From an optimization exercise on the open Yosys and OpenROAD flow, aimed at small area; shortcuts taken in it are not production practice.
Only simulation tests tie the RTL to the original design; equivalence was not proved.
No activity file was given, so power comes from the tool's default toggle rates.

<file path="flow/config.mk">
export PLATFORM = sky130hd
export DESIGN_NAME = pd
export DESIGN_NICKNAME = pd
export VERILOG_FILES = /design/flow/design.v
export SDC_FILE = /design/flow/constraint.sdc
export NUM_CORES = 4
export LEC_CHECK = 0
export CAP_MARGIN = 10
export CORE_MARGIN = 2
export CORE_UTILIZATION = 30
export PLACE_DENSITY = 0.5
export SLEW_MARGIN = 10
</file>
<file path="flow/flow/run.sh">
#!/bin/bash
# The standard layout (standard.sh, standard synthesis unchanged), with two arguments changed:
#  - clock tree synthesis: clkbuf_8 buffers, clusters of up to 12 sinks, no dummy loads
#  - port buffering: every input and output port still gets a buffer, a buf_1
# make's output goes to standard.log; each ORFS step writes its own log under orfs/logs.
set -euo pipefail
export CTS_ARGS="-sink_clustering_enable -repair_clock_nets -dont_use_dummy_load -sink_clustering_size 12 -sink_clustering_max_diameter 50 -buf_list sky130_fd_sc_hd__clkbuf_8"
export BUFFER_PORTS_ARGS="-buffer_cell sky130_fd_sc_hd__buf_1"
bash standard.sh > standard.log 2>&1
</file>
<file path="flow/constraint.sdc">
create_clock -name core_clock -period 8.0 [get_ports {clock}]
set_input_delay 1.6000 -clock core_clock [delete_from_list [all_inputs] [get_ports {clock}]]
set_output_delay 1.6000 -clock core_clock [all_outputs]
set_load 0.01 [all_outputs]
</file>
<file path="flow/standard.sh">
#!/bin/bash
# synth_recipe.tcl (not shown) runs the flow's synth.tcl, then flattens the netlist and writes it again
# the make line also repeats each setting of config.mk as NAME=value (left out here)
make -C /OpenROAD-flow-scripts/flow DESIGN_CONFIG=/design/flow/config.mk WORK_HOME=/design/flow/orfs CLKGATE_MAP_FILE= SYNTH_SCRIPT=/design/flow/synth_recipe.tcl "${@:-finish}"
</file>
<file path="flow/design.v">
module pd(
  input clock,
  input reset,
  output [31:0] imem_addr,
  input  [31:0] imem_rdata,
  output [31:0] dmem_addr,
  output [31:0] dmem_wdata,
  output        dmem_we,
  output [3:0]  dmem_be,
  input  [31:0] dmem_rdata,
  output        wb_en,
  output [4:0]  wb_rd,
  output [31:0] wb_data
);
  localparam [6:0] OP_R = 7'b0110011, OP_I = 7'b0010011, OP_S = 7'b0100011,
                   OP_B = 7'b1100011, OP_LUI = 7'b0110111, OP_AUIPC = 7'b0010111,
                   OP_JAL = 7'b1101111, OP_JALR = 7'b1100111, OP_LD = 7'b0000011;
  reg [31:0] PC;
  reg [6:0]  instD_op;           
  reg [31:7] instD_hi;           
  reg [31:0] pcD;
  reg [31:0] rs1X, rs2X, immX;
  reg [4:0]  rdX;
  reg [2:0]  f3X;
  reg [3:0]  aluX;
  reg        aselX, bselX, pcselX, brX, wenX, memX;
  reg [1:0]  wbselX;             
  reg [31:0] aluM, rs2M;         
  reg [4:0]  rdM;
  reg [2:0]  f3M;
  reg        memM, wenM;
  reg [1:0]  wbselM;
  reg [31:0] wdW;
  reg [4:0]  rdW;
  reg        wenW, wenW_nz;    
  reg        W_En_m, W_En_w, f_W_a, f_W_b, f_dataW, f_ALU_a, f_ALU_b, nop, nop_reg;
  reg [4:0]  addrD_reg, addrB_reg, addrD2_reg;
  wire [31:0] inst = {instD_hi, instD_op};
  wire isR    = instD_op == OP_R;
  wire isI    = instD_op == OP_I;
  wire isS    = instD_op == OP_S;
  wire isB    = instD_op == OP_B;
  wire isLUI  = instD_op == OP_LUI;
  wire isAUI  = instD_op == OP_AUIPC;
  wire isJAL  = instD_op == OP_JAL;
  wire isJALR = instD_op == OP_JALR;
  wire isLD   = instD_op == OP_LD;
  wire isIimm  = isI | isJALR | isLD;
  wire hasRD   = isR | isIimm | isLUI | isAUI | isJAL;    
  wire hasRS1  = isR | isIimm | isS | isB;
  wire hasRS2  = isR | isS | isB;
  wire [4:0] d_RD  = hasRD  ? inst[11:7]  : 5'd0;
  wire [4:0] d_RS1 = hasRS1 ? inst[19:15] : 5'd0;
  wire [4:0] d_RS2 = hasRS2 ? inst[24:20] : 5'd0;
  wire [2:0] d_f3  = hasRS1 ? inst[14:12] : 3'd0;
  reg [31:0] d_IMM;
  always @(*) begin
    d_IMM = 32'd0;
    if (isIimm) d_IMM = {{20{inst[31]}}, inst[31:20]};
    if (isS)    d_IMM = {{20{inst[31]}}, inst[31:25], inst[11:7]};
    if (isB)    d_IMM = {{20{inst[31]}}, inst[7], inst[30:25], inst[11:8], 1'b0};
    if (isLUI | isAUI) d_IMM = {inst[31:12], 12'd0};
    if (isJAL)  d_IMM = {{12{inst[31]}}, inst[19:12], inst[20], inst[30:21], 1'b0};
  end
  wire       c_ASel  = isB | isAUI | isJAL;
  wire       c_BSel  = isIimm | isS | isB | isLUI | isAUI | isJAL;
  wire [1:0] c_WBSel = (isJAL | isJALR) ? 2'b10 : (isLD ? 2'b00 : 2'b01);
  wire [3:0] c_ALUSel = {isR & (inst[31:25] != 7'd0), (isR | isI) ? inst[14:12] : 3'd0};
  wire [6:0] f_op   = imem_rdata[6:0];
  wire f_isS   = f_op == OP_S;
  wire f_isJAL = f_op == OP_JAL;
  wire f_hasRS1 = f_op == OP_R || f_op == OP_I || f_op == OP_JALR || f_op == OP_LD || f_isS || f_op == OP_B;
  wire f_hasRS2 = f_op == OP_R || f_isS || f_op == OP_B;
  wire [4:0] addrA1 = f_hasRS1 ? imem_rdata[19:15] : 5'd0;
  wire [4:0] addrB1 = f_hasRS2 ? imem_rdata[24:20] : 5'd0;
  reg  [31:1] valid;
  reg  [31:0] R [1:31];
  wire        wr_any = wenW & (rdW != 5'd0);
  genvar gi;
  generate
    for (gi = 1; gi < 32; gi = gi + 1) begin : rf
      wire we   = wenW & (rdW == gi);
      wire hold = ~(wenW_nz & (rdW == gi));
      always @(posedge clock)
        R[gi] <= ({32{we}} & wdW) | ({32{hold}} & R[gi]);
    end
  endgenerate
  always @(posedge clock or posedge reset)
    if (reset) valid <= 31'd0;
    else if (wr_any) valid[rdW] <= 1'b1;
  wire byp1 = (rdW == d_RS1 && rdW != 5'd0 && wenW) || (nop_reg && f_W_a);
  wire byp2 = (rdW == d_RS2 && rdW != 5'd0 && wenW) || (nop_reg && f_W_b);
  wire isJ  = isJAL | isJALR;
  reg [31:0] rs1Xi, rs2Xi;
  integer k;
  always @(*) begin
    rs1Xi = ({32{byp1}} & wdW) | ((d_RS1 == 5'd2 && !valid[2] && !byp1) ? 32'h01100000 : 32'd0);
    rs2Xi = ({32{byp2}} & wdW) | ((d_RS2 == 5'd2 && !valid[2] && !byp2) ? 32'h01100000 : 32'd0) |
            ({32{isJ}} & pcD);
    for (k = 1; k < 32; k = k + 1) begin
      rs1Xi = rs1Xi | ({32{d_RS1 == k && valid[k] && !byp1}} & R[k]);
      rs2Xi = rs2Xi | ({32{d_RS2 == k && valid[k] && !byp2}} & R[k]);
    end
  end
  wire fm_a = f_ALU_a, fw_a = ~f_ALU_a & f_W_a, fr_a = ~f_ALU_a & ~f_W_a;
  wire fm_b = f_ALU_b, fw_b = ~f_ALU_b & f_W_b, fr_b = ~f_ALU_b & ~f_W_b;
  wire [31:0] rsA = ({32{fm_a}} & aluM) | ({32{fw_a}} & wdW) | ({32{fr_a}} & rs1X);
  wire [31:0] rsB = ({32{fm_b}} & aluM) | ({32{fw_b}} & wdW) | ({32{fr_b}} & rs2X);
  wire [31:0] A = aselX ? 32'd0 : rsA;
  wire [31:0] B = bselX ? immX : rsB;
  wire        op_sub = (aluX == 4'b1000) | (aluX == 4'b0010) | (aluX == 4'b0011);
  wire [32:0] sum = {1'b0, A} + {1'b0, B ^ {32{op_sub}}} + {32'd0, op_sub};
  wire        ltu = ~sum[32];
  wire        lts = (A[31] ^ B[31]) ? A[31] : sum[31];
  wire        sh_left = aluX == 4'b0001;
  wire        sh_fill = (aluX == 4'b1101) & A[31];
  wire [4:0]  sh_s = B[4:0];
  wire [4:0]  sh_r = sh_left ? (5'd0 - sh_s) : sh_s;
  wire [31:0] sh_lmask = 32'hffffffff << sh_s;    
  wire [31:0] sh_hmask = 32'hffffffff >> sh_s;    
  reg  [31:0] sh_rot, sh_out, alu_res;
  integer j;
  always @(*) begin
    sh_rot = A;
    if (sh_r[0]) sh_rot = {sh_rot[0],    sh_rot[31:1]};
    if (sh_r[1]) sh_rot = {sh_rot[1:0],  sh_rot[31:2]};
    if (sh_r[2]) sh_rot = {sh_rot[3:0],  sh_rot[31:4]};
    if (sh_r[3]) sh_rot = {sh_rot[7:0],  sh_rot[31:8]};
    if (sh_r[4]) sh_rot = {sh_rot[15:0], sh_rot[31:16]};
    sh_out = sh_left ? (sh_rot & sh_lmask) : ((sh_rot & sh_hmask) | ({32{sh_fill}} & ~sh_hmask));
  end
  always @(*) begin
    case (aluX)
      4'b0000, 4'b1000: alu_res = sum[31:0];
      4'b0001, 4'b0101, 4'b1101: alu_res = sh_out;
      4'b0010: alu_res = {31'd0, lts};
      4'b0011: alu_res = {31'd0, ltu};
      4'b0100: alu_res = A ^ B;
      4'b0110: alu_res = A | B;
      4'b0111: alu_res = A & B;
      default: alu_res = sum[31:0];
    endcase
  end
  wire br_eq = rsA == rsB;
  wire br_lt = {rsA[31] ^ ~f3X[1], rsA[30:0]} < {rsB[31] ^ ~f3X[1], rsB[30:0]};
  wire PCSel_B = f3X[2] ? (br_lt ^ f3X[0]) : (~f3X[1] & (br_eq ^ f3X[0]));
  wire PCSel_f = brX ? PCSel_B : pcselX;
  wire [7:0] padsign = (f3M[1:0] == 2'b01) ? {8{dmem_rdata[7]}} : {8{dmem_rdata[15]}};
  wire [7:0] padv = f3M[2] ? 8'd0 : padsign;
  wire [31:0] dataR = {(f3M[1:0] == 2'b10) ? dmem_rdata[31:24] : padv,
                       (f3M[1:0] == 2'b10) ? dmem_rdata[23:16] : padv,
                       (f3M[1:0] != 2'b00) ? dmem_rdata[15:8]  : padv,
                       dmem_rdata[7:0]};
  wire [31:0] link = (rs2M == 32'd0) ? 32'd0 : rs2M + 32'd4;
  wire [31:0] r_data_rd = (wbselM == 2'b01) ? aluM : (wbselM == 2'b10 ? link : dataR);
  assign dmem_addr  = aluM;
  assign dmem_wdata = f_dataW ? wdW : rs2M;
  assign dmem_we    = memM;
  assign dmem_be    = {f3M[1:0] == 2'b10, f3M[1:0] == 2'b10, f3M[1:0] != 2'b00, 1'b1};
  assign wb_en   = wenW;
  assign wb_rd   = rdW;
  assign wb_data = wdW;
  assign imem_addr = PC;
  wire [31:0] PC_4   = (PC == 32'd0) ? 32'd0 : PC + 32'd4;
  wire [31:0] JAL_PC = pcD + d_IMM;
  always @(posedge clock or posedge reset)
    if (reset) PC <= 32'h01000000;
    else if (isJAL && PC != JAL_PC) PC <= JAL_PC;
    else if (!nop) PC <= PCSel_f ? alu_res : PC_4;
  wire bubble = nop | PCSel_f;
  always @(posedge clock or posedge reset)
    if (reset) begin
      instD_op <= 7'd0;
      rs1X <= 32'd0; rs2X <= 32'd0;
      aluX <= 4'd0;
      aselX <= 1'b0; bselX <= 1'b0; pcselX <= 1'b0; brX <= 1'b0; wenX <= 1'b0; memX <= 1'b0;
      aluM <= 32'd0; memM <= 1'b0; wenM <= 1'b0;
      wenW <= 1'b0; wenW_nz <= 1'b0;
    end else begin
      aluM <= alu_res; memM <= memX; wenM <= wenX;
      wenW <= wenM; wenW_nz <= wenM & (rdM != 5'd0);
      if (bubble) begin
        rs1X <= 32'd0; rs2X <= 32'd0;
        aluX <= 4'd0;
        aselX <= 1'b0; bselX <= 1'b0; pcselX <= 1'b0; brX <= 1'b0; wenX <= 1'b0; memX <= 1'b0;
      end else begin
        rs1X <= rs1Xi; rs2X <= rs2Xi;
        aluX <= c_ALUSel;
        aselX <= c_ASel; bselX <= c_BSel; pcselX <= isJALR; brX <= isB; wenX <= hasRD; memX <= isS;
      end
      if (!nop) instD_op <= PCSel_f ? 7'd0 : imem_rdata[6:0];
    end
  always @(posedge clock) begin
    wbselX <= c_WBSel;
    rdM <= rdX; f3M <= f3X; wbselM <= wbselX;
    rdW <= rdM;
    if (bubble) begin
      rdX <= 5'd0; f3X <= 3'd0;
    end else begin
      rdX <= d_RD; f3X <= d_f3;
    end
    wdW  <= r_data_rd;
    rs2M <= (wbselX == 2'b10) ? rs2X : rsB;
    if (bubble) immX <= 32'd0;
    else immX <= c_ASel ? JAL_PC : d_IMM;
    if (!nop) begin
      instD_hi <= PCSel_f ? 25'd0 : imem_rdata[31:7];
      pcD      <= PCSel_f ? 32'd0 : PC;
    end
  end
  wire nop_load = isLD && ((addrA1 == d_RD && addrA1 != 5'd0) ||
                           (addrB1 == d_RD && addrB1 != 5'd0 && !f_isS));
  always @(posedge clock or posedge reset)
    if (reset) begin
      W_En_m <= 1'b0; W_En_w <= 1'b0;
      f_W_a <= 1'b0; f_W_b <= 1'b0; f_dataW <= 1'b0; f_ALU_a <= 1'b0; f_ALU_b <= 1'b0;
      nop <= 1'b0; nop_reg <= 1'b0;
    end else begin
      W_En_m <= hasRD;
      W_En_w <= W_En_m & ~nop_reg;
      f_W_a <= (d_RS1 == addrD2_reg && d_RS1 != 5'd0 && W_En_w);
      f_W_b <= (d_RS2 == addrD2_reg && d_RS2 != 5'd0 && W_En_w);
      nop_reg <= nop;
      if (nop) begin
        nop <= 1'b0;
      end else begin
        f_dataW <= (addrB_reg == addrD2_reg && addrB_reg != 5'd0 && W_En_w);
        f_ALU_a <= (d_RS1 == addrD_reg && d_RS1 != 5'd0 && W_En_m);
        f_ALU_b <= (d_RS2 == addrD_reg && d_RS2 != 5'd0 && W_En_m);
        nop <= f_isJAL | nop_load;
      end
    end
  always @(posedge clock) begin
    addrD2_reg <= addrD_reg;
    if (nop) begin
      addrB_reg <= 5'd0; addrD_reg <= 5'd0;
    end else begin
      addrB_reg <= d_RS2; addrD_reg <= d_RD;
    end
  end
endmodule
</file>
==> results.toml <==
[outcome]
run_status = "finished with violations"
so_faults = "capacitance limit, slew limit"

[sta]
timing.final.max_slew_violations = 3
post-route-worst-setup-slack_ns = 1.38
worst_slew_pin_slew_ns = 1.57
min_period_over_period_pct = 82.7
max_slew_margin_pct = -5.84
max_freq_mhz = 151
fin_crit_ns = 6.62
finalSetupTns_ns = 0
timing.final.setup_violations = 0
grt_setup_unrepaired = "false"
final_hold_vios = 0
timing.clock.skew_ns = 0.186
holdWs_ns = 0.322

[place]
post_dp_cell_area_um2 = 75000
port_buffers = 203
place_hpwl_um = 278000
dp_worst_setup_slack_ns = 1.68
place_congestion = 0.964

[routing]
drtPass1Iterations = 12
route.detailed.drc = 0
dr_vias_cell = 7.16
totalWireLength_um = 448000
route.antenna.remaining_nets = 0
drt-wirelength-per-cell_um = 42.5
vias = 75349
dr.first_iter.drc_count = 15549

[yosys]
synthArstFlopShare_pct = 13.8
synthesis.yosys.warnings = 2
synth_xor_xnor_area_share_pct = 2.33
synth_seq_area_share_pct = 41.1
post_synth_instance_area_um2 = 70600
synth_flop_cell = "dfxtp_1"
synth_edf_count = 57
ys_types = 117
dominant_combinational_cell_family_by_area_after_synthesis = "compound AO/OA/AOI/OAI gates"
mean_instance_size_in_the_synthesized_netlist_um2 = 9.42
synth-compound-area-share_pct = 33.9
mappedNetlistNets = 7744
synthesis.instances = 7498
synth_fa_ha_area_share_pct = 3.23
post_synth_and_or_nand_nor_area_fraction_pct = 11.3
mux_cell_area_share_after_synthesis_pct = 3.05
ys_seq_elements = 1374

[finish]
final.fill_count = 23982
regMostFlops = "R"
area_of_the_multi_input_gates_um2 = 38900
largest_reg_flops = 992
area_growth_syn_to_layout_pct = 9.95
stdcell_area_um2 = 77600
final_nets = 7593
post_route_cells_drive_above_1_share_pct = 9.60
seqCellArea_um2 = 29000

[die]
boundaryPins = 205
die_w_um = 489
floorplan.die_area_um2 = 239000
std_cell_rows = 178
initial_core_util_pct = 30.1
die-height_um = 489
core_area_um2 = 235000

[clock_tree]
tritoncts_num_sinks = 1374
cts.path.max_buffers = 3
cts_setup_buffers = 0
cts_hold_repair.buffers = 0
cts_inserted_buffers = 183
worst_skew_pair.late_latency_ns = 1.06
clk_pin_slew_worst_setup_hold_paths_ns = 0.07
clk_root_buffer_cell = "clkbuf_8"
tritoncts = "built"
count_of_cells_resized_by_post_cts_repair = 0
clock_tree.htree_level_count = 4

[worst_setup_path]
r2r_start = "bselX"
cp.required_ns = 8.87
setup.worst_path.start_class = "flop"
path_cells = "nor2b_1, a211o_1, buf_4, ha_1, inv_1, ha_1, nand2b_1, a21boi_2, buf_4, mux4_2, mux2i_1, a21oi_1, o21ai_0, a222oi_1, mux2i_1"
worst-r2r-cell-count = 15
critPathArrivalTime_ns = 7.48
worst_setup_path_endpoint = "PC[12]"
criticalPathCategory = "reg2reg"
r2r_slack_ns = 1.38
r2r-end = "PC[12]"
cp_slowest_stage_delay_ns = 1.21
cp_slowest_cell = "o21ai_0"
worst_setup_path_end_kind = "flop"
critical_path_peak_fanout = 39
cp-startpoint = "bselX"

[run]
maxCapViolations = 1

[grt]
grt_pass1_wl_um = 596000
gr-usage-all-layers_pct = 35.9
grt_antenna_before_repair = 35
grt_start_max_net_pins = 102
number_of_global_route_vias_before_repair = 68664
gr-total-overflow = 0

[pwr]
p_per_area_nw_per_um2 = 171
leakage_nw = 29.4
peak_supply_drop_mv = 0.136

[hold_path]
min_path_type = "reg2reg"
## per-layer routing
| metal | vias to the layer above | part of all wire [%] | GRT usage (%) |
|---|---|---|---|
| li1 | 28842 | - | - |
| met5 | - | 0.035 | 0.362 |
| met2 | 7480 | 38 | 47.2 |
| met3 | 1866 | 16 | 17.2 |
| met4 | 16 | 7.5 | 20.9 |
| met1 | 37145 | 39 | 46.8 |
## logic make-up after synthesis
kind of cell	after synthesis
and+or+nand+nor	1616
other	1
muxes	184
adders and majority gates	181
buffers and inverters	909
AOI/OAI and AO/OA	3053
DFF	1374
xor gates and xnor gates	180
## placed cells by master, fill, tap and decap left out, drive strengths merged, types with 19 or more instances in the layout
cell type | synthesis | final
a2111oi | 27 | 27
a211oi | 34 | 34
a21o | 67 | 67
a21oi | 353 | 353
a221oi | 272 | 272
a222oi | 96 | 96
a22o | 1203 | 1203
a22oi | 404 | 404
a31oi | 37 | 37
and2 | 40 | 40
and3 | 77 | 77
buf | 145 | 441
clkbuf | 632 | 183
dfrtp | 188 | 188
dfxtp | 1128 | 1128
diode | 0 | 32
edfxtp | 57 | 57
ha | 178 | 178
inv | 130 | 129
mux2 | 57 | 57
mux2i | 108 | 108
mux4 | 19 | 19
nand2 | 399 | 399
nand2b | 36 | 36
nand3 | 187 | 187
nand4 | 174 | 174
nor2 | 381 | 381
nor2b | 114 | 114
nor3 | 74 | 74
nor4 | 37 | 37
o211ai | 39 | 39
o21a | 50 | 50
o21ai | 201 | 201
o21bai | 43 | 43
o221ai | 20 | 20
o22ai | 46 | 46
o31a | 46 | 46
or2 | 19 | 19
xnor2 | 90 | 90
xor2 | 87 | 87
## worst max-delay path, delay by kind of cell (launching register included)
family | cells | cell delay (ns)
AOI/OAI and AO/OA | 5 | 2.43
adders and majority gates | 2 | 0.67
buffers and inverters | 3 | 0.86
DFF | 1 | 0.92
muxes | 3 | 1.02
and+or+nand+nor | 2 | 0.49
## worst min path at each step
stage / from / cells after the start / endpoint
detailed placement: rdX[1] / 0 / rdM[1]
finish: rdX[1] / 0 / rdM[1]
global placement: rdX[0] / 0 / rdM[0]
CTS: rdX[4] / 0 / rdM[4]
floorplan: rdX[0] / 0 / rdM[0]
global route: rdX[4] / 0 / rdM[4]
## synthesized netlist by cell type (17+ instances only)
master     count  area, um2
nand2b_1      36        225
buf_2         78        390
a22oi_1      403       3030
xor2_1        87        762
a31oi_1       36        225
o22ai_1       46        288
nand4_1      174       1090
a22o_1      1203      10500
a21oi_1      348       1740
xnor2_1       88        771
a211oi_1      33        248
dfrtp_1      188       4700
mux4_2        19        428
nor3_1        73        365
nand2_1      397       1490
dfxtp_1     1128      22600
nand3_1      187        936
a221oi_1     272       2380
and2_1        40        250
ha_1         178       2230
nor4_1        37        231
and3_1        77        482
clkbuf_1     631       2370
a222oi_1      96        961
and4_1        17        149
o21ai_0      189        946
o31a_1        46        403
inv_1        128        480
mux2_2        40        450
a221o_1       17        170
buf_1         57        214
o211ai_1      39        293
o21a_1        50        375
a2111oi_0     26        228
edfxtp_1      57       1710
mux2i_1      108       1080
o21bai_1      43        323
nor2b_1      114        713
a21o_1        67        503
nor2_1       380       1430
## per-stage QoR
step | instances | utilization, % | power (W)
floorplan | 7498 | - | 0.00799
global placement | 10311 | 32.0 | 0.00865
detailed placement | 10311 | 32.0 | 0.00864
CTS | 10494 | 33.1 | 0.0132
global route | 10499 | 33.1 | 0.0136
finish | 10527 | 33.1 | 0.0133
## layout make-up
cell class | instances | area share [%]
multi-input cells | 5215 | 50.1
flip-flops and latches | 1374 | 37.4
well taps | 3150 | 5.08
repair buffers | 441 | 3.45
clock buffers | 183 | 3.24
inverters | 132 | 0.653
diodes | 32 | 0.103
## where the power goes
group / switching (W) / total, W / internal, W
logic: 0.000785 / 0.00116 / 0.000373
clock network: 0.00274 / 0.00475 / 0.00200
registers: 0.000382 / 0.00740 / 0.00702
total: 0.00391 / 0.0133 / 0.00939

re-timing with driven ports:
No port has a modelled driver above. Below, the same layout with a new extraction and two added sets of constraints.
Step 1 assumes that a clkbuf_16 drives the clock port and a buf_2 every other input.
Step 2 also shifts input and output timing later by t, the mid clock arrival at the registers, as if the neighbouring blocks saw the same clock.
Three values: ideal, step 1, step 2; two values: the first two.
t, ns: 1.068
slack for setup (ns): 1.382 / 1.382 / 1.382
cell pins on the clock port's net: 1
For this run, drivers alone change the setup slack by 0.000 ns; drivers and shift together by 0.000 ns.
